This design comes from an exercise in tuning for small area on the open sky130 flow, not from production work.
Where RTL was checked, it was by simulation tests only, not by an equivalence proof against the original.
Power figures rest on the tool's default switching activity, not on a simulated workload.

==> flow/design.v (excerpt) <==
module ISE(
 input               clk
,input               reset
,input       [4:0]   image_in_index
,input       [23:0]  pixel_in
,output              busy
,output              out_valid
,output      [1:0]   color_index
,output reg  [4:0]   image_out_index
);
Size: ~1700 cells after synthesis, ~20000 um2 of cells after synthesis.
export LEC_CHECK = 0
export CAP_MARGIN = 20
export CORE_MARGIN = 2
export CORE_UTILIZATION = 75
export PLACE_DENSITY = 0.85
export SLEW_MARGIN = 20
create_clock -name core_clock -period 85.0 [get_ports {clk}]
standard.sh (not shown) runs the stock make flow with config.mk's settings and CLKGATE_MAP_FILE= SYNTH_SCRIPT=/design/flow/synth_recipe.tcl, a recipe that flattens the netlist after the stock synthesis.
==> flow/flow/run.sh <==
#!/bin/bash
# The standard layout (standard.sh), with three changes:
#  - synthesis: the standard flow's script, but ABC maps with flow/area.abc (area oriented) and no
#    adder cells are forced in (ADDER_MAP_FILE empty); registers are unchanged,
#  - port buffers of the smallest buffer cell,
#  - clock tree synthesis without dummy loads.
# Each tool's output goes to ORFS's own logs; make's output to standard_flow.log.
set -euo pipefail
W=$PWD
{ head -n 1 synth_recipe.tcl; cat flow/abc_override.tcl; tail -n +2 synth_recipe.tcl; } > area_synth.tcl
export AREA_ABC_SCRIPT=$W/flow/area.abc
export BUFFER_PORTS_ARGS="-buffer_cell sky130_fd_sc_hd__buf_1"
export CTS_ARGS="-sink_clustering_enable -repair_clock_nets -buf_list sky130_fd_sc_hd__clkbuf_4 -sink_clustering_size 9 -sink_clustering_max_diameter 40 -dont_use_dummy_load"
bash standard.sh SYNTH_SCRIPT=$W/area_synth.tcl ADDER_MAP_FILE= finish > standard_flow.log 2>&1
==> flow/flow/abc_override.tcl <==
# Map with an area-oriented ABC script instead of the one ORFS's synthesis names;
# everything else in the synthesis is the standard one.
proc abc {args} {
  set i [lsearch -exact $args -script]
  if { $i >= 0 } {
    set args [lreplace $args [expr {$i+1}] [expr {$i+1}] $::env(AREA_ABC_SCRIPT)]
  }
  yosys abc {*}$args
}
==> flow/flow/area.abc <==
strash
ifraig
scorr
dc2
strash
dch -f
amap -F 4
strash
dc2
dch -f
amap -F 4
strash
dc2
dch -f
amap -F 4
topo
The baseline completed without violations.
Rerun with:
--- a/flow/flow/run.sh
+++ b/flow/flow/run.sh
@@ -13 +13 @@
-export CTS_ARGS="-sink_clustering_enable -repair_clock_nets -buf_list sky130_fd_sc_hd__clkbuf_4 -sink_clustering_size 9 -sink_clustering_max_diameter 40 -dont_use_dummy_load"
+export CTS_ARGS="-sink_clustering_enable -repair_clock_nets -buf_list sky130_fd_sc_hd__clkbuf_4 -sink_clustering_size 10 -sink_clustering_max_diameter 40 -dont_use_dummy_load"
==> flow/flow/area.abc (replaced) <==
strash
ifraig
scorr
dc2
strash
dch -f
amap -F 4
strash
dc2
dch -f
amap -F 4
topo
--- a/flow/config.mk
+++ b/flow/config.mk
@@ -10,2 +10,5 @@
-export CORE_UTILIZATION = 75
-export PLACE_DENSITY = 0.85
+export CORE_UTILIZATION = 70
+export CTS_BUF_LIST = sky130_fd_sc_hd__clkbuf_8
+export CTS_CLUSTER_DIAMETER = 60
+export CTS_CLUSTER_SIZE = 16
+export PLACE_DENSITY = 0.8
After rerunning: The changed run completed without violations; final cell count is higher by 2.9%; clock skew shrinks by 0.0090 ns; flip-flop and latch count stays the same; design area climbs by 0.49%; sequential share of layout area came out lower by 0.35 points; count of clock-buffer cells in the layout falls by 7; setup slack is worse by 0.20 ns; routed wire length grows by 1.6%; synthesized cell count grows by 1.5%; die area is higher by 7.5%; total power decreases by 0.60%.
Rerun with:
==> flow/run.sh (new file) <==
#!/bin/bash
# synth_recipe.tcl (not shown) runs the flow's synth.tcl, then flattens the netlist and writes it again
# the make line also repeats each setting of config.mk as NAME=value (left out here)
make -C /OpenROAD-flow-scripts/flow DESIGN_CONFIG=/design/flow/config.mk WORK_HOME=/design/flow/orfs CLKGATE_MAP_FILE= SYNTH_SCRIPT=/design/flow/synth_recipe.tcl finish
removed: flow/flow/run.sh
removed: flow/flow/abc_override.tcl
removed: flow/flow/area.abc
removed: flow/standard.sh
After rerunning:
- critical path depth decreases by 10
- count of clock-buffer cells in the layout shrinks by 28
- first-iteration DRC count came out lower by 18%
- design area climbs by 13%

Starting RTL as in the previous note.
## ISE
module ISE(
 input               clk
,input               reset
,input       [4:0]   image_in_index
,input       [23:0]  pixel_in
,output              busy
,output              out_valid
,output      [1:0]   color_index
,output reg  [4:0]   image_out_index
);
function carry18;
    input [17:0] a;
    input [17:0] b;
    input        cin;
    integer      i;
    reg          c;
    begin
        c = cin;
        for (i = 0; i < 18; i = i + 1)
            c = (a[i] & b[i]) | (a[i] & c) | (b[i] & c);
        carry18 = c;
    end
endfunction
reg     [13:0]  pc;          
reg             bcyc;        
reg             fin;         
assign busy = bcyc | fin;
wire            pc_last  = &pc;
wire            pc_zero5 = ~|pc[4:0];
wire            pc_zero  = ~|pc[13:5] & pc_zero5;
wire            ge544    = (|pc[13:10]) | (pc[9] & (|pc[8:5]));   
wire            ge576    = (|pc[13:10]) | (pc[9] & (|pc[8:6]));   
wire            visit    = ~ge544 & (&pc[4:0]);                   
wire            serial   = ~ge544 & (|pc[13:5]) & ~pc[4] & ~(&pc[3:0]);  
wire            bit14    = pc[3:0] == 4'd14;
wire            sorting  = fin & ge544;                           
wire            after1   = fin & ge576;
wire            freeze   = fin & pc[10] & pc[9] & pc[5] & pc[0];
  ...
export LEC_CHECK = 0
export CAP_MARGIN = 20
export CORE_MARGIN = 2
export CORE_UTILIZATION = 70
export CTS_BUF_LIST = sky130_fd_sc_hd__clkbuf_8
export CTS_CLUSTER_DIAMETER = 60
export CTS_CLUSTER_SIZE = 16
export PLACE_DENSITY = 0.8
export SLEW_MARGIN = 20
create_clock -name core_clock -period 85.0 [get_ports {clk}]
==> flow/flow/run.sh <==
#!/bin/bash
# The standard layout (standard.sh), with three changes:
#  - synthesis: the standard flow's script, but ABC maps with flow/area.abc (area oriented) and no
#    adder cells are forced in (ADDER_MAP_FILE empty); registers are unchanged,
#  - port buffers of the smallest buffer cell,
#  - clock tree synthesis without dummy loads.
# Each tool's output goes to ORFS's own logs; make's output to standard_flow.log.
set -euo pipefail
W=$PWD
{ head -n 1 synth_recipe.tcl; cat flow/abc_override.tcl; tail -n +2 synth_recipe.tcl; } > area_synth.tcl
export AREA_ABC_SCRIPT=$W/flow/area.abc
export BUFFER_PORTS_ARGS="-buffer_cell sky130_fd_sc_hd__buf_1"
export CTS_ARGS="-sink_clustering_enable -repair_clock_nets -buf_list {sky130_fd_sc_hd__clkbuf_8 sky130_fd_sc_hd__clkbuf_16} -sink_clustering_size 20 -sink_clustering_max_diameter 50 -dont_use_dummy_load"
bash standard.sh SYNTH_SCRIPT=$W/area_synth.tcl ADDER_MAP_FILE= finish > standard_flow.log 2>&1
==> flow/flow/abc_override.tcl <==
# Map with an area-oriented ABC script instead of the one ORFS's synthesis names;
# everything else in the synthesis is the standard one.
proc abc {args} {
  set i [lsearch -exact $args -script]
  if { $i >= 0 } {
    set args [lreplace $args [expr {$i+1}] [expr {$i+1}] $::env(AREA_ABC_SCRIPT)]
  }
  yosys abc {*}$args
}
==> flow/flow/area.abc <==
strash
ifraig
scorr
dc2
strash
dch -f
amap -F 4
strash
dc2
dch -f
amap -F 4
topo
The first run ran to the end with no violations.
==> next run, changes <==
--- a/flow/flow/run.sh
+++ b/flow/flow/run.sh
@@ -11,4 +11,4 @@
 export AREA_ABC_SCRIPT=$W/flow/area.abc
 export BUFFER_PORTS_ARGS="-buffer_cell sky130_fd_sc_hd__buf_1"
-export CTS_ARGS="-sink_clustering_enable -repair_clock_nets -buf_list {sky130_fd_sc_hd__clkbuf_8 sky130_fd_sc_hd__clkbuf_16} -sink_clustering_size 20 -sink_clustering_max_diameter 50 -dont_use_dummy_load"
+export CTS_ARGS="-sink_clustering_enable -repair_clock_nets -buf_list sky130_fd_sc_hd__clkbuf_4 -sink_clustering_size 9 -sink_clustering_max_diameter 40 -dont_use_dummy_load"
 bash standard.sh SYNTH_SCRIPT=$W/area_synth.tcl ADDER_MAP_FILE= finish > standard_flow.log 2>&1
==> flow/flow/area.abc (replaced) <==
strash
ifraig
scorr
dc2
strash
dch -f
amap -F 4
strash
dc2
dch -f
amap -F 4
strash
dc2
dch -f
amap -F 4
topo
What happened:
- The new run produced a clean layout
- via count went down by 4.1%
- utilization went down by 1.7 points
- total power went down by 9.9%
- worst setup slack gains 990 ps
- synthesized area went down by 0.47%
- cell area went down by 2.5%
==> next run, changes <==
--- a/flow/flow/run.sh
+++ b/flow/flow/run.sh
@@ -11,4 +11,4 @@
 export AREA_ABC_SCRIPT=$W/flow/area.abc
 export BUFFER_PORTS_ARGS="-buffer_cell sky130_fd_sc_hd__buf_1"
-export CTS_ARGS="-sink_clustering_enable -repair_clock_nets -buf_list sky130_fd_sc_hd__clkbuf_4 -sink_clustering_size 9 -sink_clustering_max_diameter 40 -dont_use_dummy_load"
+export CTS_ARGS="-sink_clustering_enable -repair_clock_nets -buf_list sky130_fd_sc_hd__clkbuf_8 -sink_clustering_size 16 -sink_clustering_max_diameter 60 -dont_use_dummy_load"
 bash standard.sh SYNTH_SCRIPT=$W/area_synth.tcl ADDER_MAP_FILE= finish > standard_flow.log 2>&1
==> flow/flow/area.abc (replaced) <==
strash
ifraig
scorr
dc2
strash
dch -f
amap -F 4
strash
dc2
dch -f
amap -F 4
topo
Clock skew shrinks by 44 ps.
Die area came out higher by about 0.47%.
Wire length rises by about 6%.
Area after synthesis rises by 0.47%.
Sequential cell count stays the same.
Register-to-register slack is worse by 20 ps.
Final area came out higher by 0.51%.
Clock-buffer cell count decreases by 41.
Hold slack is better by 32 ps.
==> next run, changes <==
==> flow/flow/area.abc (replaced) <==
strash
ifraig
scorr
dc2
strash
dch -f
amap -F 4
strash
dc2
dch -f
amap -F 4
strash
dc2
dch -f
amap -F 4
topo
=>
- The new run ran to the end with no violations
- final cell count fell slightly
- sequential power barely changes
- hold slack gains 17 ps
- non-clock buffer count went up by 1
- global-route usage went down by 1.1 points
- final area goes down slightly
- sequential share of layout area came out higher by 0.35 points
- total power goes down slightly
- register-to-register slack gains 60 ps
- clock-buffer cell count fell by 1
==> next run, changes <==
--- a/flow/flow/run.sh
+++ b/flow/flow/run.sh
@@ -11,4 +11,4 @@
 export AREA_ABC_SCRIPT=$W/flow/area.abc
 export BUFFER_PORTS_ARGS="-buffer_cell sky130_fd_sc_hd__buf_1"
-export CTS_ARGS="-sink_clustering_enable -repair_clock_nets -buf_list sky130_fd_sc_hd__clkbuf_8 -sink_clustering_size 16 -sink_clustering_max_diameter 60 -dont_use_dummy_load"
+export CTS_ARGS="-sink_clustering_enable -repair_clock_nets -buf_list sky130_fd_sc_hd__clkbuf_16 -sink_clustering_size 24 -sink_clustering_max_diameter 50 -dont_use_dummy_load"
 bash standard.sh SYNTH_SCRIPT=$W/area_synth.tcl ADDER_MAP_FILE= finish > standard_flow.log 2>&1
==> flow/flow/area.abc (replaced) <==
strash
ifraig
scorr
dc2
strash
dch -f
amap -F 4
strash
dc2
dch -f
amap -F 4
topo
The changed run completed without violations.
Cell area increases by 2.1%.
Worst setup slack degrades by 680 ps.
Clock power increases by 29%.

ISE, a different RTL version from the one above (not shown whole).
For scale: roughly 1900 cells after synthesis, ~720 flip-flops, roughly 0.023 mm² of cells after synthesis.
==> flow/config.mk <==
export PLATFORM = sky130hd
export DESIGN_NAME = ISE
export DESIGN_NICKNAME = ISE
export VERILOG_FILES = /design/flow/design.v
export SDC_FILE = /design/flow/constraint.sdc
export NUM_CORES = 4
export LEC_CHECK = 0
export CAP_MARGIN = 20
export CORE_MARGIN = 2
export CORE_UTILIZATION = 70
export CTS_BUF_LIST = sky130_fd_sc_hd__clkbuf_8
export CTS_CLUSTER_DIAMETER = 60
export CTS_CLUSTER_SIZE = 16
export PLACE_DENSITY = 0.8
export SLEW_MARGIN = 20
==> flow/constraint.sdc <==
create_clock -name core_clock -period 85.0 [get_ports {clk}]
set_input_delay 17.0000 -clock core_clock [delete_from_list [all_inputs] [get_ports {clk}]]
set_output_delay 17.0000 -clock core_clock [all_outputs]
set_load 0.01 [all_outputs]
==> flow/flow/run.sh <==
#!/bin/bash
# Standard ORFS layout (the standard.sh, unchanged synthesis), with:
#  - port buffers of the smallest buffer cell,
#  - clock tree synthesis without dummy loads.
set -euo pipefail
export BUFFER_PORTS_ARGS="-buffer_cell sky130_fd_sc_hd__buf_1"
export CTS_ARGS="-sink_clustering_enable -repair_clock_nets -buf_list sky130_fd_sc_hd__clkbuf_8 -sink_clustering_size 16 -sink_clustering_max_diameter 60 -dont_use_dummy_load"
bash standard.sh > standard_flow.log 2>&1
Rerun with:
==> flow/run.sh (new file) <==
#!/bin/bash
# synth_recipe.tcl (not shown) runs the flow's synth.tcl, then flattens the netlist and writes it again
# the make line also repeats each setting of config.mk as NAME=value (left out here)
make -C /OpenROAD-flow-scripts/flow DESIGN_CONFIG=/design/flow/config.mk WORK_HOME=/design/flow/orfs CLKGATE_MAP_FILE= SYNTH_SCRIPT=/design/flow/synth_recipe.tcl finish
CORE_UTILIZATION = 40   (was 70)
CTS_BUF_LIST = unset   (was sky130_fd_sc_hd__clkbuf_8)
CTS_CLUSTER_DIAMETER = unset   (was 60)
CTS_CLUSTER_SIZE = unset   (was 16)
PLACE_DENSITY = 0.6   (was 0.8)
removed: flow/flow/run.sh
removed: flow/standard.sh
Effect: Via count barely changes. Final area rose by 11%. Non-clock buffer count came out higher by 3.
Rerun with:
==> flow/flow/run.sh (new file) <==
#!/bin/bash
# The standard layout (standard.sh), with three changes:
#  - synthesis: the standard flow's script, but ABC maps with flow/area.abc (area oriented) and no
#    adder cells are forced in (ADDER_MAP_FILE empty); registers are unchanged,
#  - port buffers of the smallest buffer cell,
#  - clock tree synthesis without dummy loads.
# Each tool's output goes to ORFS's own logs; make's output to standard_flow.log.
set -euo pipefail
W=$PWD
{ head -n 1 synth_recipe.tcl; cat flow/abc_override.tcl; tail -n +2 synth_recipe.tcl; } > area_synth.tcl
export AREA_ABC_SCRIPT=$W/flow/area.abc
export BUFFER_PORTS_ARGS="-buffer_cell sky130_fd_sc_hd__buf_1"
export CTS_ARGS="-sink_clustering_enable -repair_clock_nets -buf_list sky130_fd_sc_hd__clkbuf_8 -sink_clustering_size 16 -sink_clustering_max_diameter 60 -dont_use_dummy_load"
bash standard.sh SYNTH_SCRIPT=$W/area_synth.tcl ADDER_MAP_FILE= finish > standard_flow.log 2>&1
==> flow/flow/abc_override.tcl (new file) <==
# Map with an area-oriented ABC script instead of the one ORFS's synthesis names;
# everything else in the synthesis is the standard one.
proc abc {args} {
  set i [lsearch -exact $args -script]
  if { $i >= 0 } {
    set args [lreplace $args [expr {$i+1}] [expr {$i+1}] $::env(AREA_ABC_SCRIPT)]
  }
  yosys abc {*}$args
}
==> flow/flow/area.abc (new file) <==
strash
ifraig
scorr
dc2
strash
dch -f
amap
topo
==> flow/standard.sh (new file) <==
#!/bin/bash
# synth_recipe.tcl (not shown) runs the flow's synth.tcl, then flattens the netlist and writes it again
# the make line also repeats each setting of config.mk as NAME=value (left out here)
make -C /OpenROAD-flow-scripts/flow DESIGN_CONFIG=/design/flow/config.mk WORK_HOME=/design/flow/orfs CLKGATE_MAP_FILE= SYNTH_SCRIPT=/design/flow/synth_recipe.tcl "${@:-finish}"
CORE_UTILIZATION = 70   (was 40)
CTS_BUF_LIST = sky130_fd_sc_hd__clkbuf_8   (was unset)
CTS_CLUSTER_DIAMETER = 60   (was unset)
CTS_CLUSTER_SIZE = 16   (was unset)
PLACE_DENSITY = 0.8   (was 0.6)
removed: flow/run.sh
Outcome:
- The changed run went through all stages and came out clean
- fmax goes down by a few percent
- area after synthesis is lower by a little under a tenth
- count of clock-buffer cells in the layout is lower by 46
- wire length increases slightly
Rerun with:
==> flow/run.sh (new file) <==
#!/bin/bash
# synth_recipe.tcl (not shown) runs the flow's synth.tcl, then flattens the netlist and writes it again
# the make line also repeats each setting of config.mk as NAME=value (left out here)
make -C /OpenROAD-flow-scripts/flow DESIGN_CONFIG=/design/flow/config.mk WORK_HOME=/design/flow/orfs CLKGATE_MAP_FILE= SYNTH_SCRIPT=/design/flow/synth_recipe.tcl finish
removed: flow/flow/run.sh
removed: flow/flow/abc_override.tcl
removed: flow/flow/area.abc
removed: flow/standard.sh
Result: The new run completed with no timing, DRC or antenna violations. Clock-buffer cell count increases by 3. Wire length decreases by a few percent. Sequential power is higher by a few percent. Die area went up by roughly a tenth. Synthesized area went up by roughly a tenth. Non-clock buffer count rises by 1. First-iteration DRC count decreases by well over a third. Critical path depth shrinks by 23. Global-route usage fell by 3.4 points. Sequential cell count does not change. Sequential share of layout area drops by 6.1 points.
Function was not checked in any run of this note: the RTL went through the layout flow alone.

-- static timing again, ports no longer ideal --
The flow's constraints put no driver on any port. The routed layouts listed below were extracted and timed again, unchanged, in two steps.
Step 1 sets driving cells, clkbuf_16 on the clock port and buf_2 on the other inputs (assumed; they add their load-dependent delay and slew).
Step 2 also shifts input and output timing later by t, the mid clock arrival at the registers, as if the neighbouring blocks saw the same clock.
Three values: ideal ports, drivers, drivers and shift; two values: the first two.
run	t (ns)	setup slack, ns	hold slack, ns
the first run of note 1	0.730	62.392 / 62.411 / 61.681	0.297 / 0.297 / 0.297
the second run of note 1	0.744	62.196 / 62.227 / 61.483	0.288 / 0.288 / 0.288
the third run of note 1	0.673	63.202 / 63.226 / 62.553	0.299 / 0.299 / 0.299
the first run of note 2	0.582	61.618 / 61.646 / 61.064	0.269 / 0.269 / 0.269
the second run of note 2	0.721	62.609 / 62.636 / 61.915	0.263 / 0.263 / 0.263
the third run of note 2	0.611	62.026 / 62.051 / 61.440	0.295 / 0.295 / 0.295
the fourth run of note 2	0.623	62.495 / 62.520 / 61.897	0.312 / 0.312 / 0.312
the fifth run of note 2	0.584	61.814 / 61.843 / 61.259	0.285 / 0.285 / 0.285
the first run of note 3	0.664	64.053 / 64.080 / 63.416	0.271 / 0.271 / 0.271
the second run of note 3	0.652	63.647 / 63.674 / 63.022	0.318 / 0.318 / 0.318
the third run of note 3	0.629	62.157 / 62.183 / 61.554	0.289 / 0.289 / 0.289
the fourth run of note 3	0.671	63.650 / 63.676 / 63.005	0.295 / 0.295 / 0.295
After both steps setup and hold are still met in every run listed. For the second run of note 1, which loses most, drivers alone change the setup slack by +0.031 ns; drivers and shift together by -0.713 ns.
